This design comes from an exercise in tuning for small area on the open sky130 flow, not from production work. In this exercise RTL edits were held to simulation tests only and were not proved equivalent to the original. The clock port is modelled as an ideal driver; clocking choices that lean on that would not hold on a real chip. Power figures rest on the tool's default switching activity, not on a simulated workload.

--- flow/flow/run.sh ---
#!/bin/bash
# Own layout flow: the standard flow, except that
#  - the combinational logic of the standard synthesis is mapped again for area with ABC
#    (flip-flops and tie cells are kept as the standard synthesis made them); the result is
#    used only when it keeps every register and Yosys proves it equivalent to the original,
#  - ports are buffered with sky130_fd_sc_hd__buf_1,
#  - the clock tree uses sky130_fd_sc_hd__clkbuf_8 leaf buffers, a small root buffer and no
#    dummy loads.
# Every tool writes its full output to a log file in this folder.
set -euo pipefail
W=$PWD
F=$W/flow
P=${FLOW_PLATFORM:-sky130hd}
R=$W/orfs/results/$P/interface_vga/base
L=$W/orfs/logs/$P/interface_vga/base
LIB=$FLOW_HOME/platforms/$P/lib/sky130_fd_sc_hd__tt_025C_1v80.lib

bash standard.sh synth > $W/log_std_synth.txt 2>&1
cp $R/1_2_yosys.v $W/std_1_2_yosys.v

export REOPT_LIB=$LIB REOPT_IN=$W/std_1_2_yosys.v REOPT_TOP=${FLOW_TOP:-interface_vga}
export REOPT_DONTUSE="$(grep -o -- '-dont_use [^ ]*' $L/1_2_yosys.log | sort -u | tr '\n' ' ')"
# six ABC runs with different random seeds, in parallel; the smallest netlist that keeps the
# registers and is proven equivalent replaces the standard synthesis
for S in 1 2 3 4 5 6; do
  sed "s/@SEED@/$S/" $F/area.script > $W/reopt_$S.script
  ( REOPT_SCRIPT=$W/reopt_$S.script REOPT_STAT=$W/reopt_stat_$S.txt REOPT_OUT=$W/reopt_$S.v \
      yosys -c $F/reopt.tcl > $W/log_reopt_$S.txt 2>&1 || true ) &
done
wait
CHOSEN=""
for S in $(for S in 1 2 3 4 5 6; do a=$(grep -i 'chip area' $W/reopt_stat_$S.txt 2>/dev/null | awk '{print $NF}' || true); [ -n "$a" ] && echo "$a $S"; done | sort -g | awk '{print $2}'); do
  if python3 $F/check_regs.py $W/std_1_2_yosys.v $W/reopt_$S.v > $W/log_check_regs_$S.txt 2>&1 &&
     EQ_GOLD=$W/std_1_2_yosys.v EQ_GATE=$W/reopt_$S.v yosys -c $F/equiv.tcl > $W/log_equiv_$S.txt 2>&1; then
    CHOSEN=$S
    break
  fi
done
if [ -n "$CHOSEN" ]; then
  echo "using re-mapped netlist of seed $CHOSEN" > $W/log_reopt_choice.txt
  cp $W/reopt_$CHOSEN.v $R/1_2_yosys.v
else
  echo "no re-mapped netlist kept the registers and was proven equivalent: keeping the standard synthesis" > $W/log_reopt_choice.txt
fi
touch $R/1_2_yosys.v

export BUFFER_PORTS_ARGS="-buffer_cell sky130_fd_sc_hd__buf_1"
export CTS_ARGS="-sink_clustering_enable -repair_clock_nets -dont_use_dummy_load -buf_list sky130_fd_sc_hd__clkbuf_8"
export POST_CTS_TCL=$F/small_root.tcl SMALL_ROOT_CELL=sky130_fd_sc_hd__clkbuf_2
bash standard.sh finish > $W/log_std_finish.txt 2>&1
--- flow/flow/area.script ---
strash
&get -n
&deepsyn -T 90 -S @SEED@
&put
dch
amap
topo
--- flow/flow/check_regs.py ---
#!/usr/bin/env python3
"""check_regs.py A.v B.v: exit 0 when both netlists hold the same flip-flops (instance name and
cell type) and the same adder and tie cells are not required to match."""
import re, sys
def regs(path):
    s = open(path).read()
    out = {}
    for t, n in re.findall(r'^\s*(sky130_fd_sc_hd__\w+)\s+(\S+(?: \S+)?)\s*\(', s, re.M):
        if re.search(r'__(df|ed|sdf|dl)', t):
            out[n.strip()] = t
    return out
a, b = regs(sys.argv[1]), regs(sys.argv[2])
if a != b or not a:
    print('register mismatch:', len(a), len(b), sorted(set(a.items()) ^ set(b.items()))[:10])
    sys.exit(1)
print('registers match:', len(a))
--- flow/flow/equiv.tcl ---
# Prove that the re-mapped netlist does what the standard synthesis does (same registers).
yosys -import
set lib $::env(REOPT_LIB)
read_liberty -ignore_miss_func -overwrite $lib
read_verilog $::env(EQ_GOLD)
yosys rename $::env(REOPT_TOP) gold
read_verilog $::env(EQ_GATE)
yosys rename $::env(REOPT_TOP) gate
hierarchy -check
flatten gold gate
opt_clean
equiv_make gold gate equiv
hierarchy -top equiv
equiv_simple -seq 2
equiv_induct -seq 2
equiv_status -assert
--- flow/flow/reopt.tcl ---
# Re-map the combinational logic of the standard synthesis for area.
# Registers and tie cells stay as they are.
yosys -import
set lib $::env(REOPT_LIB)
read_liberty -ignore_miss_func $lib
# keep sequential cells and tie cells as opaque cells
blackbox sky130_fd_sc_hd__df* sky130_fd_sc_hd__ed* sky130_fd_sc_hd__sdf* sky130_fd_sc_hd__dl* sky130_fd_sc_hd__conb_*
read_verilog $::env(REOPT_IN)
hierarchy -top $::env(REOPT_TOP)
flatten
opt_clean -purge
stat
abc -liberty $lib {*}$::env(REOPT_DONTUSE) -script $::env(REOPT_SCRIPT)
opt_clean -purge
hilomap -singleton -hicell sky130_fd_sc_hd__conb_1 HI -locell sky130_fd_sc_hd__conb_1 LO
insbuf -buf sky130_fd_sc_hd__buf_1 A X
splitnets
opt_clean -purge
tee -o $::env(REOPT_STAT) stat -liberty $lib
write_verilog -noattr -noexpr -nohex -nodec $::env(REOPT_OUT)
--- flow/flow/small_root.tcl ---
# POST_CTS hook: the root buffer of the clock tree only drives the few leaf buffers, so it
# is sized down to a small clock buffer. Skipped unless the tree has exactly that shape.
proc small_root {} {
  set block [ord::get_db_block]
  set port_net [[$block findBTerm clk] getNet]
  set its [$port_net getITerms]
  if {[llength $its] != 1} { puts "small_root: clock port drives [llength $its] pins; kept"; return }
  set root [[lindex $its 0] getInst]
  if {![string match *clkbuf* [[$root getMaster] getName]]} { puts "small_root: no root buffer; kept"; return }
  set root_out [[$root findITerm X] getNet]
  set n 0
  foreach it [$root_out getITerms] {
    set inst [$it getInst]
    if {$inst == $root} { continue }
    if {![string match *clkbuf* [[$inst getMaster] getName]]} { puts "small_root: root drives a register; kept"; return }
    incr n
  }
  if {$n > 8} { puts "small_root: root drives $n buffers; kept"; return }
  replace_cell [$root getName] $::env(SMALL_ROOT_CELL)
  puts "small_root: root drives $n buffers; now $::env(SMALL_ROOT_CELL)"
  detailed_placement
  estimate_parasitics -placement
}
small_root
--- flow/standard.sh ---
#!/bin/bash
# synth_recipe.tcl (not shown) runs the flow's synth.tcl, then flattens the netlist and writes it again
# the make line also repeats each setting of config.mk as NAME=value (left out here)
make -C /OpenROAD-flow-scripts/flow DESIGN_CONFIG=/design/flow/config.mk WORK_HOME=/design/flow/orfs CLKGATE_MAP_FILE= SYNTH_SCRIPT=/design/flow/synth_recipe.tcl "${@:-finish}"
--- flow/config.mk ---
export PLATFORM = sky130hd
export DESIGN_NAME = interface_vga
export DESIGN_NICKNAME = interface_vga
export VERILOG_FILES = /design/flow/design.v
export SDC_FILE = /design/flow/constraint.sdc
export NUM_CORES = 4
export LEC_CHECK = 0
export CAP_MARGIN = 20
export CORE_MARGIN = 2
export CORE_UTILIZATION = 40
export SLEW_MARGIN = 20
--- flow/constraint.sdc ---
create_clock -name core_clock -period 20.0 [get_ports {clk}]
set_input_delay 4.0000 -clock core_clock [delete_from_list [all_inputs] [get_ports {clk}]]
set_output_delay 4.0000 -clock core_clock [all_outputs]
set_load 0.01 [all_outputs]
--- flow/design.v ---
module desenha_objeto (
	input wire [9:0] xCol, xPos,
	input wire [8:0] yRow, yPos,
	output wire desenho
);
	wire [10:0] cx; wire [9:0] sx;
	wire [9:0]  cy; wire [8:0] sy;
	assign cx[0] = 1'b0;
	assign cy[0] = 1'b0;
	genvar i;
	generate
		for (i = 0; i < 10; i = i + 1) begin : gx
			assign {cx[i+1], sx[i]} = xCol[i] + !xPos[i] + cx[i];
		end
		for (i = 0; i < 9; i = i + 1) begin : gy
			assign {cy[i+1], sy[i]} = yRow[i] + !yPos[i] + cy[i];
		end
	endgenerate
	wire dx = cx[10] && (sx[9:5] == 5'd0) && !(sx[4] && sx[3] && sx[2] && (sx[1] || sx[0]));
	wire dy = cy[9]  && (sy[8:5] == 4'd0) && !(sy[4] && sy[3] && sy[2] && (sy[1] || sy[0]));
	assign desenho = dx && dy;
endmodule
module desenha_obstaculo (input [9:0] xCol, input [9:0] yRow, output obstaculo, output h_sync, output v_sync, output disp_ena);
  wire n_new_n25, n_new_n26, n_new_n27, n_new_n28, n_new_n29, n_new_n30, n_new_n31, n_new_n32, n_new_n33, n_new_n34, n_new_n35, n_new_n36;
  wire n_new_n37, n_new_n38, n_new_n39, n_new_n40, n_new_n41, n_new_n42, n_new_n43, n_new_n44, n_new_n45, n_new_n46, n_new_n47, n_new_n48;
  wire n_new_n49, n_new_n50, n_new_n51, n_new_n52, n_new_n53, n_new_n54, n_new_n55, n_new_n56, n_new_n57, n_new_n58, n_new_n59, n_new_n60;
  wire n_new_n61, n_new_n62, n_new_n63, n_new_n64, n_new_n65, n_new_n66, n_new_n67, n_new_n68, n_new_n69, n_new_n70, n_new_n71, n_new_n72;
  wire n_new_n73, n_new_n74, n_new_n75, n_new_n76, n_new_n77, n_new_n78, n_new_n79, n_new_n80, n_new_n81, n_new_n82, n_new_n83, n_new_n84;
  wire n_new_n85, n_new_n86, n_new_n87, n_new_n88, n_new_n89, n_new_n90, n_new_n91, n_new_n92, n_new_n93, n_new_n94, n_new_n95, n_new_n96;
  wire n_new_n97, n_new_n98, n_new_n99, n_new_n100, n_new_n101, n_new_n102, n_new_n103, n_new_n104, n_new_n105, n_new_n106, n_new_n107, n_new_n108;
  wire n_new_n109, n_new_n110, n_new_n111, n_new_n112, n_new_n113, n_new_n114, n_new_n115, n_new_n116, n_new_n117, n_new_n118, n_new_n119, n_new_n120;
  wire n_new_n121, n_new_n122, n_new_n123, n_new_n124, n_new_n125, n_new_n126, n_new_n127, n_new_n128, n_new_n129, n_new_n130, n_new_n131, n_new_n132;
  wire n_new_n133, n_new_n134, n_new_n135, n_new_n136, n_new_n137, n_new_n138, n_new_n139, n_new_n140, n_new_n141, n_new_n142, n_new_n143, n_new_n144;
  wire n_new_n146, n_new_n147, n_new_n148, n_new_n149, n_new_n150, n_new_n151, n_new_n153, n_new_n154, n_new_n155, n_new_n156, n_new_n157;
  assign n_new_n25 = xCol[1] & xCol[2];
  assign n_new_n26 = xCol[3] & n_new_n25;
  assign n_new_n27 = xCol[4] & xCol[6];
  assign n_new_n28 = xCol[5] & n_new_n27;
  assign n_new_n29 = xCol[7] & xCol[8];
  assign n_new_n30 = n_new_n28 & n_new_n29;
  assign n_new_n31 = n_new_n26 & n_new_n30;
  assign n_new_n32 = yRow[1] & yRow[2];
  assign n_new_n33 = ~yRow[3] & ~yRow[4];
  assign n_new_n34 = ~yRow[5] & n_new_n33;
  assign n_new_n35 = ~n_new_n32 & n_new_n34;
  assign n_new_n36 = ~yRow[6] & n_new_n35;
  assign n_new_n37 = yRow[7] & ~n_new_n36;
  assign n_new_n38 = xCol[5] & xCol[6];
  assign n_new_n39 = ~xCol[0] & ~xCol[1];
  assign n_new_n40 = xCol[2] & ~n_new_n39;
  assign n_new_n41 = ~xCol[3] & ~n_new_n40;
  assign n_new_n42 = n_new_n38 & ~n_new_n41;
  assign n_new_n43 = ~xCol[7] & ~xCol[8];
  assign n_new_n44 = ~n_new_n42 & n_new_n43;
  assign n_new_n45 = ~n_new_n28 & n_new_n44;
  assign n_new_n46 = ~yRow[0] & ~yRow[1];
  assign n_new_n47 = yRow[2] & ~n_new_n46;
  assign n_new_n48 = yRow[3] & yRow[4];
  assign n_new_n49 = yRow[5] & yRow[6];
  assign n_new_n50 = n_new_n48 & n_new_n49;
  assign n_new_n51 = n_new_n47 & n_new_n50;
  assign n_new_n52 = ~yRow[7] & ~n_new_n51;
  assign n_new_n53 = ~n_new_n45 & ~n_new_n52;
  assign n_new_n54 = ~yRow[7] & ~n_new_n49;
  assign n_new_n55 = yRow[3] & n_new_n32;
  assign n_new_n56 = yRow[4] & yRow[6];
  assign n_new_n57 = n_new_n55 & n_new_n56;
  assign n_new_n58 = n_new_n54 & ~n_new_n57;
  assign n_new_n59 = n_new_n30 & ~n_new_n41;
  assign n_new_n60 = ~n_new_n58 & n_new_n59;
  assign n_new_n61 = ~n_new_n53 & ~n_new_n60;
  assign n_new_n62 = ~n_new_n37 & ~n_new_n61;
  assign n_new_n63 = ~yRow[3] & ~n_new_n47;
  assign n_new_n64 = n_new_n56 & ~n_new_n63;
  assign n_new_n65 = xCol[3] & xCol[4];
  assign n_new_n66 = ~xCol[5] & ~xCol[6];
  assign n_new_n67 = ~xCol[7] & n_new_n66;
  assign n_new_n68 = ~n_new_n65 & n_new_n67;
  assign n_new_n69 = ~n_new_n64 & ~n_new_n68;
  assign n_new_n70 = xCol[0] & n_new_n26;
  assign n_new_n71 = ~xCol[4] & ~xCol[5];
  assign n_new_n72 = ~xCol[6] & n_new_n71;
  assign n_new_n73 = ~xCol[7] & n_new_n72;
  assign n_new_n74 = ~n_new_n70 & n_new_n73;
  assign n_new_n75 = xCol[8] & ~n_new_n74;
  assign n_new_n76 = n_new_n58 & n_new_n75;
  assign n_new_n77 = ~n_new_n69 & n_new_n76;
  assign n_new_n78 = ~n_new_n62 & ~n_new_n77;
  assign n_new_n79 = ~n_new_n31 & ~n_new_n78;
  assign n_new_n80 = n_new_n26 & n_new_n27;
  assign n_new_n81 = ~xCol[7] & ~n_new_n38;
  assign n_new_n82 = ~n_new_n80 & n_new_n81;
  assign n_new_n83 = xCol[8] & ~n_new_n82;
  assign n_new_n84 = ~xCol[9] & ~n_new_n83;
  assign n_new_n85 = n_new_n61 & n_new_n84;
  assign n_new_n86 = yRow[6] & yRow[7];
  assign n_new_n87 = xCol[6] & ~n_new_n86;
  assign n_new_n88 = ~n_new_n41 & n_new_n87;
  assign n_new_n89 = n_new_n44 & n_new_n88;
  assign n_new_n90 = ~yRow[1] & ~yRow[2];
  assign n_new_n91 = n_new_n86 & n_new_n90;
  assign n_new_n92 = n_new_n35 & n_new_n91;
  assign n_new_n93 = ~yRow[6] & ~n_new_n48;
  assign n_new_n94 = ~yRow[5] & ~yRow[7];
  assign n_new_n95 = n_new_n93 & n_new_n94;
  assign n_new_n96 = ~yRow[2] & n_new_n46;
  assign n_new_n97 = yRow[5] & yRow[7];
  assign n_new_n98 = ~yRow[6] & n_new_n48;
  assign n_new_n99 = n_new_n97 & n_new_n98;
  assign n_new_n100 = ~n_new_n96 & n_new_n99;
  assign n_new_n101 = ~n_new_n95 & ~n_new_n100;
  assign n_new_n102 = ~n_new_n92 & n_new_n101;
  assign n_new_n103 = ~n_new_n89 & n_new_n102;
  assign n_new_n104 = yRow[0] & n_new_n55;
  assign n_new_n105 = ~yRow[4] & ~n_new_n104;
  assign n_new_n106 = ~n_new_n101 & n_new_n105;
  assign n_new_n107 = ~n_new_n103 & ~n_new_n106;
  assign n_new_n108 = ~n_new_n85 & n_new_n107;
  assign n_new_n109 = ~n_new_n79 & ~n_new_n108;
  assign n_new_n110 = yRow[8] & ~n_new_n109;
  assign n_new_n111 = yRow[2] & yRow[4];
  assign n_new_n112 = n_new_n93 & ~n_new_n111;
  assign n_new_n113 = ~n_new_n75 & ~n_new_n112;
  assign n_new_n114 = xCol[8] & ~n_new_n68;
  assign n_new_n115 = ~yRow[0] & ~yRow[2];
  assign n_new_n116 = yRow[3] & ~n_new_n90;
  assign n_new_n117 = ~n_new_n115 & n_new_n116;
  assign n_new_n118 = ~yRow[4] & ~n_new_n117;
  assign n_new_n119 = n_new_n97 & ~n_new_n118;
  assign n_new_n120 = ~n_new_n86 & ~n_new_n119;
  assign n_new_n121 = ~n_new_n114 & ~n_new_n120;
  assign n_new_n122 = ~n_new_n113 & n_new_n121;
  assign n_new_n123 = ~yRow[4] & ~yRow[7];
  assign n_new_n124 = ~yRow[8] & n_new_n123;
  assign n_new_n125 = ~n_new_n55 & n_new_n124;
  assign n_new_n126 = ~n_new_n63 & n_new_n125;
  assign n_new_n127 = ~n_new_n83 & n_new_n126;
  assign n_new_n128 = n_new_n27 & ~n_new_n41;
  assign n_new_n129 = ~n_new_n125 & n_new_n128;
  assign n_new_n130 = n_new_n82 & n_new_n129;
  assign n_new_n131 = ~n_new_n127 & ~n_new_n130;
  assign n_new_n132 = ~n_new_n122 & n_new_n131;
  assign n_new_n133 = yRow[8] & n_new_n101;
  assign n_new_n134 = ~n_new_n45 & ~n_new_n133;
  assign n_new_n135 = ~n_new_n132 & n_new_n134;
  assign n_new_n136 = ~n_new_n110 & ~n_new_n135;
  assign n_new_n137 = ~n_new_n26 & n_new_n71;
  assign n_new_n138 = xCol[6] & xCol[9];
  assign n_new_n139 = ~n_new_n137 & n_new_n138;
  assign n_new_n140 = ~yRow[8] & n_new_n54;
  assign n_new_n141 = xCol[9] & ~n_new_n43;
  assign n_new_n142 = ~yRow[9] & ~n_new_n141;
  assign n_new_n143 = ~n_new_n140 & n_new_n142;
  assign n_new_n144 = ~n_new_n139 & n_new_n143;
  assign obstaculo = ~n_new_n136 & n_new_n144;
  assign n_new_n146 = ~xCol[2] & ~xCol[3];
  assign n_new_n147 = n_new_n39 & n_new_n146;
  assign n_new_n148 = n_new_n28 & ~n_new_n147;
  assign n_new_n149 = xCol[7] & ~xCol[8];
  assign n_new_n150 = xCol[9] & n_new_n149;
  assign n_new_n151 = ~n_new_n72 & n_new_n150;
  assign h_sync = ~(~n_new_n148 & n_new_n151);
  assign n_new_n153 = ~yRow[4] & ~yRow[9];
  assign n_new_n154 = ~n_new_n47 & n_new_n153;
  assign n_new_n155 = yRow[5] & yRow[8];
  assign n_new_n156 = n_new_n86 & n_new_n155;
  assign n_new_n157 = n_new_n116 & n_new_n156;
  assign v_sync = ~(n_new_n154 & n_new_n157);
  assign disp_ena = n_new_n142 & ~n_new_n156;
endmodule
module colide_objeto (input [9:0] xPos, input [8:0] yPos, output [3:0] col);
  wire n_new_n24, n_new_n25, n_new_n26, n_new_n27, n_new_n28, n_new_n29, n_new_n30, n_new_n31, n_new_n32, n_new_n33, n_new_n34, n_new_n35;
  wire n_new_n36, n_new_n37, n_new_n38, n_new_n39, n_new_n40, n_new_n41, n_new_n42, n_new_n43, n_new_n44, n_new_n45, n_new_n46, n_new_n47;
  wire n_new_n48, n_new_n49, n_new_n50, n_new_n51, n_new_n52, n_new_n53, n_new_n54, n_new_n55, n_new_n56, n_new_n57, n_new_n58, n_new_n59;
  wire n_new_n60, n_new_n61, n_new_n62, n_new_n63, n_new_n64, n_new_n65, n_new_n66, n_new_n67, n_new_n68, n_new_n69, n_new_n70, n_new_n71;
  wire n_new_n72, n_new_n73, n_new_n74, n_new_n75, n_new_n76, n_new_n77, n_new_n78, n_new_n79, n_new_n80, n_new_n81, n_new_n82, n_new_n83;
  wire n_new_n84, n_new_n85, n_new_n86, n_new_n87, n_new_n88, n_new_n89, n_new_n90, n_new_n91, n_new_n92, n_new_n93, n_new_n94, n_new_n95;
  wire n_new_n96, n_new_n97, n_new_n98, n_new_n99, n_new_n100, n_new_n101, n_new_n102, n_new_n103, n_new_n104, n_new_n105, n_new_n106, n_new_n107;
  wire n_new_n108, n_new_n109, n_new_n110, n_new_n111, n_new_n112, n_new_n113, n_new_n114, n_new_n115, n_new_n116, n_new_n117, n_new_n118, n_new_n119;
  wire n_new_n120, n_new_n121, n_new_n122, n_new_n123, n_new_n124, n_new_n125, n_new_n126, n_new_n127, n_new_n128, n_new_n129, n_new_n130, n_new_n131;
  wire n_new_n132, n_new_n133, n_new_n134, n_new_n135, n_new_n136, n_new_n137, n_new_n138, n_new_n139, n_new_n140, n_new_n141, n_new_n142, n_new_n143;
  wire n_new_n144, n_new_n145, n_new_n146, n_new_n147, n_new_n148, n_new_n149, n_new_n150, n_new_n151, n_new_n152, n_new_n153, n_new_n154, n_new_n155;
  wire n_new_n156, n_new_n157, n_new_n158, n_new_n159, n_new_n160, n_new_n161, n_new_n162, n_new_n163, n_new_n164, n_new_n165, n_new_n166, n_new_n167;
  wire n_new_n168, n_new_n169, n_new_n170, n_new_n171, n_new_n172, n_new_n173, n_new_n174, n_new_n175, n_new_n176, n_new_n177, n_new_n178, n_new_n179;
  wire n_new_n180, n_new_n181, n_new_n182, n_new_n183, n_new_n184, n_new_n185, n_new_n186, n_new_n187, n_new_n188, n_new_n189, n_new_n190, n_new_n191;
  wire n_new_n192, n_new_n193, n_new_n194, n_new_n195, n_new_n196, n_new_n197, n_new_n198, n_new_n199, n_new_n200, n_new_n201, n_new_n202, n_new_n203;
  wire n_new_n204, n_new_n205, n_new_n206, n_new_n207, n_new_n208, n_new_n209, n_new_n210, n_new_n211, n_new_n212, n_new_n213, n_new_n214, n_new_n215;
  wire n_new_n216, n_new_n217, n_new_n218, n_new_n220, n_new_n221, n_new_n222, n_new_n223, n_new_n224, n_new_n225, n_new_n226, n_new_n227, n_new_n228;
  wire n_new_n229, n_new_n230, n_new_n231, n_new_n232, n_new_n233, n_new_n234, n_new_n235, n_new_n236, n_new_n237, n_new_n238, n_new_n239, n_new_n240;
  wire n_new_n241, n_new_n242, n_new_n243, n_new_n244, n_new_n245, n_new_n246, n_new_n247, n_new_n248, n_new_n249, n_new_n250, n_new_n251, n_new_n252;
  wire n_new_n253, n_new_n254, n_new_n256, n_new_n257, n_new_n258, n_new_n259, n_new_n260, n_new_n261, n_new_n262, n_new_n263, n_new_n264, n_new_n265;
  wire n_new_n266, n_new_n267, n_new_n268, n_new_n269, n_new_n270, n_new_n271, n_new_n272, n_new_n273, n_new_n274, n_new_n275, n_new_n276, n_new_n277;
  wire n_new_n278, n_new_n279, n_new_n280, n_new_n282, n_new_n283, n_new_n284, n_new_n285, n_new_n286, n_new_n287;
  assign n_new_n24 = ~yPos[5] & ~yPos[7];
  assign n_new_n25 = yPos[3] & yPos[4];
  assign n_new_n26 = n_new_n24 & ~n_new_n25;
  assign n_new_n27 = ~yPos[6] & n_new_n26;
  assign n_new_n28 = yPos[8] & ~n_new_n27;
  assign n_new_n29 = xPos[0] & xPos[1];
  assign n_new_n30 = xPos[2] & n_new_n29;
  assign n_new_n31 = ~xPos[3] & ~n_new_n30;
  assign n_new_n32 = xPos[5] & ~n_new_n31;
  assign n_new_n33 = ~xPos[5] & ~xPos[6];
  assign n_new_n34 = ~xPos[2] & ~n_new_n29;
  assign n_new_n35 = xPos[3] & ~n_new_n34;
  assign n_new_n36 = ~xPos[6] & ~n_new_n35;
  assign n_new_n37 = ~xPos[4] & n_new_n36;
  assign n_new_n38 = ~n_new_n33 & ~n_new_n37;
  assign n_new_n39 = ~n_new_n32 & ~n_new_n38;
  assign n_new_n40 = xPos[5] & xPos[6];
  assign n_new_n41 = ~xPos[7] & ~n_new_n40;
  assign n_new_n42 = ~xPos[8] & n_new_n41;
  assign n_new_n43 = xPos[1] & xPos[2];
  assign n_new_n44 = xPos[3] & xPos[6];
  assign n_new_n45 = n_new_n43 & n_new_n44;
  assign n_new_n46 = xPos[4] & xPos[6];
  assign n_new_n47 = ~n_new_n45 & ~n_new_n46;
  assign n_new_n48 = n_new_n42 & n_new_n47;
  assign n_new_n49 = xPos[9] & n_new_n48;
  assign n_new_n50 = ~n_new_n39 & n_new_n49;
  assign n_new_n51 = n_new_n28 & n_new_n50;
  assign n_new_n52 = xPos[9] & ~n_new_n48;
  assign n_new_n53 = yPos[1] & yPos[2];
  assign n_new_n54 = yPos[3] & n_new_n53;
  assign n_new_n55 = yPos[4] & yPos[5];
  assign n_new_n56 = n_new_n54 & n_new_n55;
  assign n_new_n57 = ~yPos[6] & ~n_new_n56;
  assign n_new_n58 = yPos[4] & yPos[6];
  assign n_new_n59 = yPos[7] & ~n_new_n58;
  assign n_new_n60 = ~n_new_n57 & n_new_n59;
  assign n_new_n61 = ~n_new_n52 & n_new_n60;
  assign n_new_n62 = ~n_new_n51 & ~n_new_n61;
  assign n_new_n63 = xPos[8] & ~n_new_n41;
  assign n_new_n64 = ~xPos[9] & ~n_new_n63;
  assign n_new_n65 = xPos[4] & xPos[8];
  assign n_new_n66 = n_new_n45 & n_new_n65;
  assign n_new_n67 = n_new_n64 & ~n_new_n66;
  assign n_new_n68 = ~yPos[6] & ~yPos[7];
  assign n_new_n69 = yPos[0] & n_new_n53;
  assign n_new_n70 = n_new_n24 & ~n_new_n69;
  assign n_new_n71 = ~yPos[4] & ~yPos[5];
  assign n_new_n72 = ~yPos[3] & n_new_n71;
  assign n_new_n73 = n_new_n70 & n_new_n72;
  assign n_new_n74 = ~n_new_n68 & ~n_new_n73;
  assign n_new_n75 = n_new_n67 & n_new_n74;
  assign n_new_n76 = ~yPos[2] & ~yPos[3];
  assign n_new_n77 = ~yPos[0] & ~yPos[1];
  assign n_new_n78 = n_new_n76 & n_new_n77;
  assign n_new_n79 = yPos[4] & ~n_new_n78;
  assign n_new_n80 = yPos[5] & yPos[6];
  assign n_new_n81 = yPos[7] & n_new_n80;
  assign n_new_n82 = n_new_n79 & n_new_n81;
  assign n_new_n83 = ~yPos[8] & ~n_new_n82;
  assign n_new_n84 = ~n_new_n75 & n_new_n83;
  assign n_new_n85 = xPos[6] & ~n_new_n31;
  assign n_new_n86 = n_new_n48 & ~n_new_n85;
  assign n_new_n87 = ~yPos[7] & ~yPos[8];
  assign n_new_n88 = ~yPos[4] & ~n_new_n54;
  assign n_new_n89 = yPos[5] & ~n_new_n88;
  assign n_new_n90 = n_new_n87 & ~n_new_n89;
  assign n_new_n91 = ~n_new_n86 & n_new_n90;
  assign n_new_n92 = xPos[4] & n_new_n32;
  assign n_new_n93 = ~xPos[6] & ~n_new_n92;
  assign n_new_n94 = xPos[8] & ~n_new_n93;
  assign n_new_n95 = ~n_new_n28 & n_new_n94;
  assign n_new_n96 = ~n_new_n91 & ~n_new_n95;
  assign n_new_n97 = yPos[7] & yPos[8];
  assign n_new_n98 = ~yPos[5] & ~yPos[6];
  assign n_new_n99 = yPos[0] & yPos[1];
  assign n_new_n100 = ~yPos[2] & ~n_new_n99;
  assign n_new_n101 = n_new_n25 & ~n_new_n100;
  assign n_new_n102 = n_new_n98 & ~n_new_n101;
  assign n_new_n103 = n_new_n97 & ~n_new_n102;
  assign n_new_n104 = ~yPos[1] & ~yPos[2];
  assign n_new_n105 = n_new_n72 & n_new_n104;
  assign n_new_n106 = yPos[6] & ~n_new_n105;
  assign n_new_n107 = n_new_n103 & ~n_new_n106;
  assign n_new_n108 = n_new_n28 & ~n_new_n107;
  assign n_new_n109 = ~xPos[1] & ~xPos[2];
  assign n_new_n110 = n_new_n44 & ~n_new_n109;
  assign n_new_n111 = n_new_n65 & n_new_n110;
  assign n_new_n112 = n_new_n64 & ~n_new_n111;
  assign n_new_n113 = ~n_new_n108 & ~n_new_n112;
  assign n_new_n114 = n_new_n96 & ~n_new_n113;
  assign n_new_n115 = ~n_new_n84 & ~n_new_n114;
  assign n_new_n116 = n_new_n83 & n_new_n94;
  assign n_new_n117 = ~n_new_n36 & n_new_n116;
  assign n_new_n118 = n_new_n115 & ~n_new_n117;
  assign n_new_n119 = ~yPos[6] & ~yPos[8];
  assign n_new_n120 = n_new_n55 & ~n_new_n76;
  assign n_new_n121 = n_new_n119 & ~n_new_n120;
  assign n_new_n122 = ~n_new_n86 & n_new_n121;
  assign n_new_n123 = n_new_n24 & ~n_new_n53;
  assign n_new_n124 = yPos[8] & ~n_new_n68;
  assign n_new_n125 = ~n_new_n26 & n_new_n124;
  assign n_new_n126 = ~n_new_n123 & n_new_n125;
  assign n_new_n127 = xPos[5] & xPos[7];
  assign n_new_n128 = n_new_n46 & n_new_n127;
  assign n_new_n129 = ~xPos[2] & ~xPos[3];
  assign n_new_n130 = ~xPos[0] & ~xPos[1];
  assign n_new_n131 = n_new_n129 & n_new_n130;
  assign n_new_n132 = n_new_n128 & ~n_new_n131;
  assign n_new_n133 = ~xPos[8] & ~n_new_n132;
  assign n_new_n134 = ~n_new_n126 & ~n_new_n133;
  assign n_new_n135 = ~n_new_n122 & ~n_new_n134;
  assign n_new_n136 = yPos[2] & ~n_new_n77;
  assign n_new_n137 = yPos[3] & n_new_n136;
  assign n_new_n138 = n_new_n71 & ~n_new_n137;
  assign n_new_n139 = n_new_n119 & n_new_n138;
  assign n_new_n140 = ~yPos[3] & ~n_new_n69;
  assign n_new_n141 = n_new_n55 & ~n_new_n140;
  assign n_new_n142 = ~yPos[6] & ~n_new_n141;
  assign n_new_n143 = yPos[8] & ~n_new_n142;
  assign n_new_n144 = xPos[2] & ~n_new_n130;
  assign n_new_n145 = ~xPos[3] & ~n_new_n144;
  assign n_new_n146 = n_new_n128 & ~n_new_n145;
  assign n_new_n147 = ~xPos[8] & ~n_new_n87;
  assign n_new_n148 = ~n_new_n146 & n_new_n147;
  assign n_new_n149 = ~n_new_n143 & ~n_new_n148;
  assign n_new_n150 = ~n_new_n139 & ~n_new_n149;
  assign n_new_n151 = ~n_new_n135 & ~n_new_n150;
  assign n_new_n152 = ~yPos[6] & ~n_new_n53;
  assign n_new_n153 = n_new_n72 & n_new_n152;
  assign n_new_n154 = yPos[7] & ~n_new_n153;
  assign n_new_n155 = n_new_n108 & n_new_n154;
  assign n_new_n156 = ~n_new_n31 & n_new_n46;
  assign n_new_n157 = ~n_new_n40 & ~n_new_n156;
  assign n_new_n158 = xPos[7] & xPos[8];
  assign n_new_n159 = ~n_new_n157 & n_new_n158;
  assign n_new_n160 = ~n_new_n70 & n_new_n125;
  assign n_new_n161 = ~n_new_n86 & n_new_n160;
  assign n_new_n162 = ~n_new_n159 & ~n_new_n161;
  assign n_new_n163 = n_new_n135 & n_new_n162;
  assign n_new_n164 = ~xPos[5] & ~n_new_n35;
  assign n_new_n165 = n_new_n159 & ~n_new_n164;
  assign n_new_n166 = ~n_new_n163 & ~n_new_n165;
  assign n_new_n167 = ~n_new_n155 & n_new_n166;
  assign n_new_n168 = ~n_new_n151 & n_new_n167;
  assign n_new_n169 = ~xPos[9] & ~n_new_n86;
  assign n_new_n170 = xPos[9] & n_new_n86;
  assign n_new_n171 = ~n_new_n169 & ~n_new_n170;
  assign n_new_n172 = n_new_n103 & ~n_new_n171;
  assign n_new_n173 = n_new_n50 & ~n_new_n83;
  assign n_new_n174 = ~n_new_n172 & ~n_new_n173;
  assign n_new_n175 = ~n_new_n69 & n_new_n98;
  assign n_new_n176 = n_new_n103 & ~n_new_n175;
  assign n_new_n177 = ~n_new_n174 & ~n_new_n176;
  assign n_new_n178 = ~n_new_n168 & ~n_new_n177;
  assign n_new_n179 = ~n_new_n118 & n_new_n178;
  assign n_new_n180 = ~n_new_n62 & ~n_new_n179;
  assign n_new_n181 = n_new_n78 & n_new_n139;
  assign n_new_n182 = ~n_new_n52 & n_new_n113;
  assign n_new_n183 = yPos[2] & yPos[4];
  assign n_new_n184 = yPos[8] & n_new_n183;
  assign n_new_n185 = n_new_n182 & n_new_n184;
  assign n_new_n186 = ~n_new_n181 & ~n_new_n185;
  assign n_new_n187 = ~yPos[7] & ~n_new_n186;
  assign n_new_n188 = yPos[3] & ~n_new_n104;
  assign n_new_n189 = ~yPos[4] & ~n_new_n188;
  assign n_new_n190 = n_new_n80 & ~n_new_n189;
  assign n_new_n191 = n_new_n87 & ~n_new_n190;
  assign n_new_n192 = n_new_n67 & ~n_new_n191;
  assign n_new_n193 = ~n_new_n96 & n_new_n192;
  assign n_new_n194 = ~n_new_n154 & n_new_n159;
  assign n_new_n195 = n_new_n135 & ~n_new_n194;
  assign n_new_n196 = n_new_n111 & n_new_n127;
  assign n_new_n197 = n_new_n43 & n_new_n196;
  assign n_new_n198 = ~xPos[9] & ~n_new_n197;
  assign n_new_n199 = n_new_n125 & n_new_n198;
  assign n_new_n200 = n_new_n24 & n_new_n104;
  assign n_new_n201 = n_new_n199 & ~n_new_n200;
  assign n_new_n202 = ~xPos[7] & n_new_n33;
  assign n_new_n203 = xPos[8] & ~n_new_n202;
  assign n_new_n204 = xPos[3] & n_new_n65;
  assign n_new_n205 = ~n_new_n87 & ~n_new_n204;
  assign n_new_n206 = ~n_new_n203 & n_new_n205;
  assign n_new_n207 = ~xPos[9] & n_new_n206;
  assign n_new_n208 = ~n_new_n55 & n_new_n119;
  assign n_new_n209 = n_new_n207 & ~n_new_n208;
  assign n_new_n210 = ~n_new_n201 & ~n_new_n209;
  assign n_new_n211 = ~n_new_n195 & ~n_new_n210;
  assign n_new_n212 = n_new_n97 & ~n_new_n104;
  assign n_new_n213 = n_new_n153 & n_new_n212;
  assign n_new_n214 = ~n_new_n196 & n_new_n213;
  assign n_new_n215 = n_new_n169 & n_new_n214;
  assign n_new_n216 = ~n_new_n211 & ~n_new_n215;
  assign n_new_n217 = ~n_new_n193 & n_new_n216;
  assign n_new_n218 = ~n_new_n187 & n_new_n217;
  assign col[0] = ~(~n_new_n180 & n_new_n218);
  assign n_new_n220 = ~yPos[3] & ~n_new_n136;
  assign n_new_n221 = n_new_n190 & n_new_n220;
  assign n_new_n222 = ~n_new_n52 & n_new_n221;
  assign n_new_n223 = ~n_new_n116 & ~n_new_n222;
  assign n_new_n224 = n_new_n115 & ~n_new_n223;
  assign n_new_n225 = ~n_new_n143 & ~n_new_n206;
  assign n_new_n226 = ~n_new_n139 & n_new_n198;
  assign n_new_n227 = ~n_new_n225 & n_new_n226;
  assign n_new_n228 = yPos[3] & ~n_new_n100;
  assign n_new_n229 = ~yPos[6] & ~n_new_n228;
  assign n_new_n230 = n_new_n143 & ~n_new_n229;
  assign n_new_n231 = ~n_new_n133 & n_new_n162;
  assign n_new_n232 = ~n_new_n230 & n_new_n231;
  assign n_new_n233 = ~yPos[3] & n_new_n100;
  assign n_new_n234 = ~yPos[4] & n_new_n233;
  assign n_new_n235 = n_new_n80 & ~n_new_n234;
  assign n_new_n236 = ~yPos[7] & ~n_new_n235;
  assign n_new_n237 = ~n_new_n162 & n_new_n236;
  assign n_new_n238 = ~n_new_n232 & ~n_new_n237;
  assign n_new_n239 = n_new_n227 & ~n_new_n238;
  assign n_new_n240 = n_new_n72 & n_new_n100;
  assign n_new_n241 = yPos[6] & n_new_n97;
  assign n_new_n242 = ~n_new_n240 & n_new_n241;
  assign n_new_n243 = n_new_n121 & ~n_new_n138;
  assign n_new_n244 = n_new_n207 & n_new_n243;
  assign n_new_n245 = n_new_n87 & ~n_new_n228;
  assign n_new_n246 = ~n_new_n233 & n_new_n245;
  assign n_new_n247 = n_new_n75 & n_new_n246;
  assign n_new_n248 = ~n_new_n244 & ~n_new_n247;
  assign n_new_n249 = ~yPos[5] & ~n_new_n79;
  assign n_new_n250 = ~n_new_n86 & n_new_n249;
  assign n_new_n251 = ~n_new_n248 & n_new_n250;
  assign n_new_n252 = ~n_new_n242 & ~n_new_n251;
  assign n_new_n253 = ~n_new_n177 & n_new_n252;
  assign n_new_n254 = ~n_new_n239 & n_new_n253;
  assign col[1] = ~(~n_new_n224 & n_new_n254);
  assign n_new_n256 = n_new_n70 & ~n_new_n196;
  assign n_new_n257 = ~n_new_n154 & ~n_new_n256;
  assign n_new_n258 = n_new_n199 & n_new_n257;
  assign n_new_n259 = ~n_new_n90 & ~n_new_n107;
  assign n_new_n260 = n_new_n75 & ~n_new_n259;
  assign n_new_n261 = ~n_new_n244 & ~n_new_n260;
  assign n_new_n262 = ~n_new_n258 & n_new_n261;
  assign n_new_n263 = n_new_n110 & n_new_n262;
  assign n_new_n264 = n_new_n177 & n_new_n263;
  assign n_new_n265 = ~xPos[4] & ~xPos[7];
  assign n_new_n266 = ~xPos[8] & n_new_n265;
  assign n_new_n267 = ~n_new_n110 & n_new_n266;
  assign n_new_n268 = ~n_new_n42 & ~n_new_n267;
  assign n_new_n269 = ~n_new_n262 & n_new_n268;
  assign n_new_n270 = ~n_new_n84 & n_new_n182;
  assign n_new_n271 = n_new_n65 & ~n_new_n129;
  assign n_new_n272 = ~n_new_n203 & ~n_new_n271;
  assign n_new_n273 = ~n_new_n126 & ~n_new_n272;
  assign n_new_n274 = n_new_n227 & n_new_n273;
  assign n_new_n275 = ~xPos[9] & n_new_n33;
  assign n_new_n276 = n_new_n131 & n_new_n275;
  assign n_new_n277 = n_new_n266 & n_new_n276;
  assign n_new_n278 = ~n_new_n274 & ~n_new_n277;
  assign n_new_n279 = ~n_new_n270 & n_new_n278;
  assign n_new_n280 = ~n_new_n269 & n_new_n279;
  assign col[2] = ~(~n_new_n264 & n_new_n280);
  assign n_new_n282 = xPos[9] & n_new_n38;
  assign n_new_n283 = ~n_new_n179 & ~n_new_n282;
  assign n_new_n284 = ~n_new_n29 & n_new_n129;
  assign n_new_n285 = n_new_n266 & n_new_n284;
  assign n_new_n286 = xPos[9] & ~n_new_n42;
  assign n_new_n287 = ~n_new_n285 & n_new_n286;
  assign col[3] = ~(~n_new_n283 & ~n_new_n287);
endmodule
module interface_vga (
	input wire        clk,
	input wire        reset_n,
	input wire [3:0]  KEY,
	output wire [7:0] red, green, blue,
	output wire       h_sync, v_sync,
	output wire       n_sync, n_blank
);
	reg [9:0] hc, vc;
	wire hwrap = hc[9] & hc[8] & (&hc[4:0]);    
	wire vwrap = vc[9] & vc[3] & vc[2];         
	always @(posedge clk)
		if (!reset_n) begin
			hc <= 10'd799;
			vc <= 10'd524;
		end else begin
			hc <= hwrap ? 10'd0 : hc + 10'd1;
			if (hwrap) vc <= vwrap ? 10'd0 : vc + 10'd1;
		end
	wire wall, disp;
	assign n_blank = 1'b1;
	assign n_sync = 1'b0;
	desenha_obstaculo obstaculos (.xCol(hc), .yRow(vc), .obstaculo(wall), .h_sync(h_sync), .v_sync(v_sync), .disp_ena(disp));
	reg [14:0] lf;
	wire tick = ~|(lf & 15'h3777);
	always @(posedge clk)
		if (!reset_n) lf <= 15'h7c23;
		else if (tick) lf <= 15'h5c9b;
		else lf <= {lf[13:0], lf[14] ^ lf[13]};
	reg [9:0] X;
	reg [8:0] Y;
	wire max_x, min_x, max_y, min_y;
	colide_objeto limites (.xPos(X), .yPos(Y), .col({max_x, min_x, max_y, min_y}));
	wire dec_x = !KEY[1] && !min_x;                        
	wire en_x  = tick && (dec_x || (!KEY[0] && !max_x));
	wire inc_y = !KEY[3] && !max_y;                        
	wire en_y  = tick && (inc_y || (!KEY[2] && !min_y));
	wire [10:0] tx;
	wire [9:0]  ty;
	assign tx[0] = en_x;
	assign ty[0] = en_y;
	genvar i;
	generate
		for (i = 0; i < 10; i = i + 1) begin : gtx
			assign tx[i+1] = tx[i] & (X[i] ^ dec_x);
		end
		for (i = 0; i < 9; i = i + 1) begin : gty
			assign ty[i+1] = ty[i] & (Y[i] ^ !inc_y);
		end
	endgenerate
	always @(posedge clk)
		if (!reset_n) begin
			X <= 10'd100;
			Y <= 9'd20;
		end else begin
			X <= X ^ tx[9:0];
			Y <= Y ^ ty[8:0];
		end
	wire sq;
	desenha_objeto quadrado (.xCol(hc), .xPos(X), .yRow(vc[8:0]), .yPos(Y), .desenho(sq));
	wire r = disp & (sq | wall);
	wire g = disp & ~sq & wall;
	wire b = disp & ~sq & ~wall;
	assign red = {8{r}};
	assign green = {8{g}};
	assign blue = {8{b}};
endmodule
==> results.ini, run 1 <==
[floorplan]
start_util_pct=40.93
row_count=35
fp.dieArea_um2=10160
fp.dieW_um=100.8
placeableCoreArea_um2=9153
die_height_um=100.8
num_io_pins=34

[critical_path]
cp_data_arrival_time_ns=3.62
critPathKind=reg -> out
cp-startpoint=vc[4]
ff2ff_path_depth=22
r2r_slack_ns=14.93
critical_path.endpoint_type=output pin
r2r_start=X[6]
worstPathRequired_ns=16.00
timing.rr.end=Y[7]
critical_path_peak_fanout=8
cp_launch_type=flop
worst_setup_path_endpoint=red[3]

[power]
power_switching_share_pct=31.14
p_comb_share_pct=18.3
power_frac_seq_pct=56.5
internal-power_uw=145.8
leakagePower_nw=1.309
power.total_uw=211.7
net-switching-power_uw=65.93
power-per-cell-area_nw_per_um2=52.97
vdd_drop_max_v=0.00004117
power_frac_clock_pct=25.2

[timing]
slew_headroom_pct=46.38
final-setup-viol-count=0
tightest_slew_ns=0.7840
maxClockFrequency_mhz=131.2
totalNegativeSetupSlack_ns=0
fin_worst_skew_ns=0.02117
timing.final.max_slew_violations=0
fin_hold_viols=0
period_share_pct=38.11
rsz_0062_raised_after_global_routing=false
min_period_ns=7.622

[cells_and_area]
postLayoutCoreUtil_pct=43.68
multiInputGateArea_um2=2320
post_route_cells_drive_above_1_share_pct=1.136
synthToLayoutAreaGrowth_pct=6.713
fillers=969
nets=624
ff_latch_area_um2=1081
diodes_inserted=0
commonest_non_fill_non_tap_cell_in_the_layout=sky130_fd_sc_hd__nor2_1
most-common-layout-cells=153 x sky130_fd_sc_hd__nor2_1, 71 x sky130_fd_sc_hd__clkinv_1, 54 x sky130_fd_sc_hd__dfxtp_1

[detailed_routing]
detail_route.iter0.violations=362
first_pass_iters=8
wirelength_um=11860
ant_nets=0
wl_per_cell_um=16.31
drc=0
vias_per_cell=6.175
vias=4489

[clock_tree]
cts_tree=built
clock_latency_late_sink_ns=0.39
cts_sinks=54
worst_setup_hold_path_clk_slew_ns=0.09

[grt]
grt_pass1_wl_um=19550
largest_net_degree_at_the_start_of_global_routing=25
first_global_vias=4076
gr-total-overflow=0
grt_use_total_pct=23.70
number_of_antenna_violations_at_the_first_check_in_global_routing=0

[placement]
gp_congestion=0.9732
portBuffers=31
hpwlAfterDp_um=9051

[synth]
syn-num-nets=605
synth-warning-count=1
area_of_the_mapped_netlist_um2=3746
syn_avg_cell_area_um2=6.254
syn_inst=599

[run]
max_cap_violations=0

[min_path]
worstHoldPathType=reg -> reg

[status]
result_of_the_run=no timing/DRC/antenna violations

-- area by class of cell --
| cell class | count | area share (%) |
|---|---|---|
| clock buffer | 5 | 1.502 |
| inverter | 71 | 6.667 |
| multi-input combinational | 453 | 58.03 |
| sequential | 54 | 27.04 |
| tap | 111 | 3.474 |
| timing repair buffer | 33 | 3.286 |
-- how the worst min path moves through the flow --
stage               cells after the start     end   start
global route                            1  lf[12]  lf[11]
finish                                  1   hc[0]   hc[0]
detailed placement                      1  lf[12]  lf[11]
global placement                        1  lf[12]  lf[11]
floorplan                               1  lf[12]  lf[11]
-- per-stage QoR --
stage | setup WS (ns) | std cells | instance area, µm² | hold slack (ns)
detailed placement | 12.87 | 722 | 3938 | 0.4040
floorplan | 13.20 | 599 | 3746 | 0.3844
global placement | 13.05 | 722 | 3938 | 0.4004
global route | 11.91 | 727 | 3998 | 0.4512
finish | 12.38 | 727 | 3998 | 0.4349
-- power groups by stage --
stage	Combinational, mW	Clock [mW]	Sequential (mW)
floorplan	0.0294	0	0.120
global placement	0.0377	0	0.122
detailed placement	0.0380	0	0.122
global route	0.0434	0.0594	0.121
finish	0.0388	0.0534	0.120
-- worst max-delay path: stages (launching register included) --
cell and delay [ns]:
sky130_fd_sc_hd__dfxtp_1 0.46, sky130_fd_sc_hd__clkinv_1 0.25, sky130_fd_sc_hd__nor2_1 0.22, sky130_fd_sc_hd__clkinv_1 0.13, sky130_fd_sc_hd__a311oi_1 0.20, sky130_fd_sc_hd__o21ai_0 0.15, sky130_fd_sc_hd__clkinv_1 0.09, sky130_fd_sc_hd__a22oi_1 0.08
sky130_fd_sc_hd__a31oi_1 0.17, sky130_fd_sc_hd__a31oi_1 0.06, sky130_fd_sc_hd__o32a_1 0.16, sky130_fd_sc_hd__a2111oi_0 0.61, sky130_fd_sc_hd__nor2_1 0.11, sky130_fd_sc_hd__nor2_1 0.35, sky130_fd_sc_hd__buf_1 0.20
-- registers in the layout, summed over array words and instances, names as in the netlist --
register  flops
hc           10
vc           10
Y             9
X            10
lf           15
-- routing by layer --
layer	GRT usage [%]	wire, µm	vias up
met1	31.00	5231	2017
met3	4.369	902	52
li1	-	-	2166
met5	0	0	-
met2	37.74	5240	254
met4	10.96	485	0
==> run 2: changes to the inputs <==
--- a/flow/flow/run.sh
+++ b/flow/flow/run.sh
@@ -5,3 +5,3 @@
 #    used only when it keeps every register and Yosys proves it equivalent to the original,
-#  - ports are buffered with sky130_fd_sc_hd__buf_1,
+#  - ports are buffered with sky130_fd_sc_hd__buf_1, and global placement is not timing-driven,
 #  - the clock tree uses sky130_fd_sc_hd__clkbuf_8 leaf buffers, a small root buffer and no
@@ -22,5 +22,5 @@
 export REOPT_DONTUSE="$(grep -o -- '-dont_use [^ ]*' $L/1_2_yosys.log | sort -u | tr '\n' ' ')"
-# six ABC runs with different random seeds, in parallel; the smallest netlist that keeps the
+# eight ABC runs with different random seeds, in parallel; the smallest netlist that keeps the
 # registers and is proven equivalent replaces the standard synthesis
-for S in 1 2 3 4 5 6; do
+for S in 1 2 3 4 5 6 7 8; do
   sed "s/@SEED@/$S/" $F/area.script > $W/reopt_$S.script
@@ -31,3 +31,3 @@
 CHOSEN=""
-for S in $(for S in 1 2 3 4 5 6; do a=$(grep -i 'chip area' $W/reopt_stat_$S.txt 2>/dev/null | awk '{print $NF}' || true); [ -n "$a" ] && echo "$a $S"; done | sort -g | awk '{print $2}'); do
+for S in $(for S in 1 2 3 4 5 6 7 8; do a=$(grep -i 'chip area' $W/reopt_stat_$S.txt 2>/dev/null | awk '{print $NF}' || true); [ -n "$a" ] && echo "$a $S"; done | sort -g | awk '{print $2}'); do
   if python3 $F/check_regs.py $W/std_1_2_yosys.v $W/reopt_$S.v > $W/log_check_regs_$S.txt 2>&1 &&
@@ -47,2 +47,5 @@
 export BUFFER_PORTS_ARGS="-buffer_cell sky130_fd_sc_hd__buf_1"
+# plain (not timing-driven) global placement: it adds no buffers of its own; the hook removes the
+# buffers synthesis put on nets that drive several ports, as timing-driven placement would
+export GPL_TIMING_DRIVEN=0 PRE_GLOBAL_PLACE_TCL=$F/rm_buffers.tcl
 export CTS_ARGS="-sink_clustering_enable -repair_clock_nets -dont_use_dummy_load -buf_list sky130_fd_sc_hd__clkbuf_8"
==> flow/flow/rm_buffers.tcl (new file) <==
# PRE_GLOBAL_PLACE hook: remove the buffers synthesis put on nets that drive several ports
# (global placement does this itself only when it is timing-driven); port buffering follows.
remove_buffers
==> run 2 against run 1 <==
Critical endpoint is now red[5]. Sequential power barely moved. Highest routed layer unchanged. Global-route usage rose by 0.39 points. Still clean. Critical path depth rose by 2. Clock power is 9.6% higher. Worst setup slack worse by 0.20 ns.
==> results.ini, run 2 <==
[min_path]
worstHoldPathType=reg -> reg

[synth]
syn_inst=597  ; -0.33%
syn-num-nets=603  ; -0.33%
synth-warning-count=1  ; unchanged
syn_avg_cell_area_um2=6.273  ; +0.30%
area_of_the_mapped_netlist_um2=3745  ; about the same

[clock_tree]
cts_sinks=54  ; unchanged
cts_tree=built
worst_setup_hold_path_clk_slew_ns=0.11  ; +0.02 ns
clock_latency_late_sink_ns=0.39  ; about the same

[power]
power.total_uw=215.6  ; +1.8%
power-per-cell-area_nw_per_um2=54.08  ; +2.1%
vdd_drop_max_v=0.00003450  ; -16%
leakagePower_nw=1.313  ; +0.27%

[timing]
slew_headroom_pct=39.93  ; -6.4 points
fin_hold_viols=0  ; unchanged
min_period_ns=7.825  ; +0.2034 ns
final-setup-viol-count=0  ; unchanged
fin_worst_skew_ns=0.01856  ; -0.002600 ns
timing.final.max_slew_violations=0  ; unchanged
maxClockFrequency_mhz=127.8  ; -2.6%
tightest_slew_ns=0.8955  ; +0.1114 ns
period_share_pct=39.13  ; +1.0 points
rsz_0062_raised_after_global_routing=false
totalNegativeSetupSlack_ns=0  ; unchanged

[run]
max_cap_violations=0  ; unchanged

[detailed_routing]
wl_per_cell_um=16.30  ; about the same
vias=4227  ; -5.8%
detail_route.iter0.violations=273  ; -25%
drc=0  ; unchanged
ant_nets=0  ; unchanged
first_pass_iters=5  ; -3
wirelength_um=11780  ; -0.64%
vias_per_cell=5.846  ; -5.3%

[cells_and_area]
synthToLayoutAreaGrowth_pct=6.448
most-common-layout-cells=159 x sky130_fd_sc_hd__nor2_1, 78 x sky130_fd_sc_hd__clkinv_1, 54 x sky130_fd_sc_hd__dfxtp_1
largest_register=lf
largest_reg_flops=15  ; unchanged
diodes_inserted=0  ; unchanged
fillers=986  ; +1.8%
ff_latch_area_um2=1081  ; unchanged
post_route_cells_drive_above_1_share_pct=0.9804  ; -0.16 points
postLayoutCoreUtil_pct=43.55  ; -0.12 points
nets=620  ; -0.64%
commonest_non_fill_non_tap_cell_in_the_layout=sky130_fd_sc_hd__nor2_1
multiInputGateArea_um2=2297  ; -0.97%

[grt]
largest_net_degree_at_the_start_of_global_routing=31  ; +24%
grt_pass1_wl_um=19540  ; about the same
grtUsageMet2_pct=38.36  ; +0.62 points
first_global_vias=3872  ; -5.0%
gr-total-overflow=0  ; unchanged
grt_util_met3_pct=3.883  ; -0.49 points
top_usage_layer=met2
number_of_antenna_violations_at_the_first_check_in_global_routing=0  ; unchanged
grt_use_total_pct=24.09  ; +0.39 points
globalRouteMet1Util_pct=33.46  ; +2.5 points

[critical_path]
worstPathRequired_ns=16.00  ; about the same
critical_path_peak_fanout=8  ; unchanged
critical_path.endpoint_type=output pin
r2r_slack_ns=14.90  ; -0.03 ns
cp_data_arrival_time_ns=3.83  ; +0.21 ns
cp_launch_type=flop
critPathKind=reg -> out

[floorplan]
fp.dieArea_um2=10150  ; about the same
fp.dieW_um=100.8  ; about the same
die_height_um=100.8  ; about the same
num_io_pins=34  ; unchanged
placeableCoreArea_um2=9153  ; unchanged
row_count=35  ; unchanged
start_util_pct=40.92  ; about the same

[placement]
hpwlAfterDp_um=9057  ; about the same
gp_congestion=0.9055  ; -7.0%
portBuffers=31  ; unchanged

[status]
result_of_the_run=no timing/DRC/antenna violations

run 2: critical path, stage by stage (launching register included):
cell and delay [ns]:
sky130_fd_sc_hd__dfxtp_1 0.40, sky130_fd_sc_hd__clkinv_1 0.14, sky130_fd_sc_hd__nor3_1 0.32, sky130_fd_sc_hd__clkinv_1 0.22, sky130_fd_sc_hd__nor2_1 0.19, sky130_fd_sc_hd__nor2_1 0.09, sky130_fd_sc_hd__a31oi_1 0.30, sky130_fd_sc_hd__clkinv_1 0.14
sky130_fd_sc_hd__o32ai_1 0.31, sky130_fd_sc_hd__o21a_1 0.17, sky130_fd_sc_hd__nor2_1 0.05, sky130_fd_sc_hd__nor2_1 0.10, sky130_fd_sc_hd__a31oi_1 0.06, sky130_fd_sc_hd__nor4_1 0.33, sky130_fd_sc_hd__nor2_1 0.10, sky130_fd_sc_hd__nor2_1 0.35
sky130_fd_sc_hd__buf_1 0.20
run 2: worst paths after layout:
check,cells past startpoint,end,from
hold / removal,1,lf[12],lf[11]
setup / recovery,16,red[5],hc[3]
hold reg to reg,1,lf[12],lf[11]
setup reg to reg,24,X[8],X[5]
run 2: cell type report:
| cell class | count | share of cell area, % |
|---|---|---|
| clock buffer | 5 | 1.507 |
| inverter | 78 | 7.345 |
| multi-input combinational | 444 | 57.63 |
| sequential | 54 | 27.12 |
| tap | 111 | 3.484 |
| timing repair buffer | 31 | 2.919 |
run 2: routing by layer:
metal	wire length [µm]	share of wire [%]
met5	0	0
met4	199	1.7
met3	571	4.8
met2	5392	46
met1	5620	48
run 2: stage by stage:
stage	hold WS, ns	worst slack, ns	area (µm²)	std cells
global placement	0.3979	12.73	3921	718
floorplan	0.3844	13.19	3745	597
global route	0.4483	11.69	3986	723
finish	0.4206	12.17	3986	723
detailed placement	0.3922	12.67	3926	718
run 2: power breakdown:
part | internal, mW | switching [mW] | total [mW] | leakage [nW]
Combinational | 0.0129 | 0.0260 | 0.0389 | 0.838
Clock | 0.0194 | 0.0391 | 0.0585 | 0.0329
Sequential | 0.113 | 0.00526 | 0.118 | 0.441

[static timing again, ports no longer ideal]
No port has a modelled driver above. Below, the same layouts with a new extraction and two added sets of constraints.
Step 1 (the two cells are an assumption about what drives the block):
set clk [get_ports {clk}]
set_driving_cell -lib_cell sky130_fd_sc_hd__clkbuf_16 $clk
set_driving_cell -lib_cell sky130_fd_sc_hd__buf_2 [delete_from_list [all_inputs] $clk]
Step 2 adds t to the input delays and takes it off the output delays; t is the mean of the earliest and latest rising clock arrival at the registers after step 1. Input paths then give back, and output paths get back, about the clock's delay inside the block.
a / b / c = ideal ports / drivers / drivers and shift; a / b = the first two.
run | t, ns | setup WS [ns] | worst setup path at the end | latest minus earliest clock arrival (ns) | pins driven straight from the clock port
run 1 | 0.410 | 12.378 / 12.348 / 12.758 | register to output | 0.022 / 0.021 | 1
run 2 | 0.415 | 12.175 / 12.142 / 12.557 | register to output | 0.019 / 0.019 | 1
After both steps setup and hold are still met in every run listed.
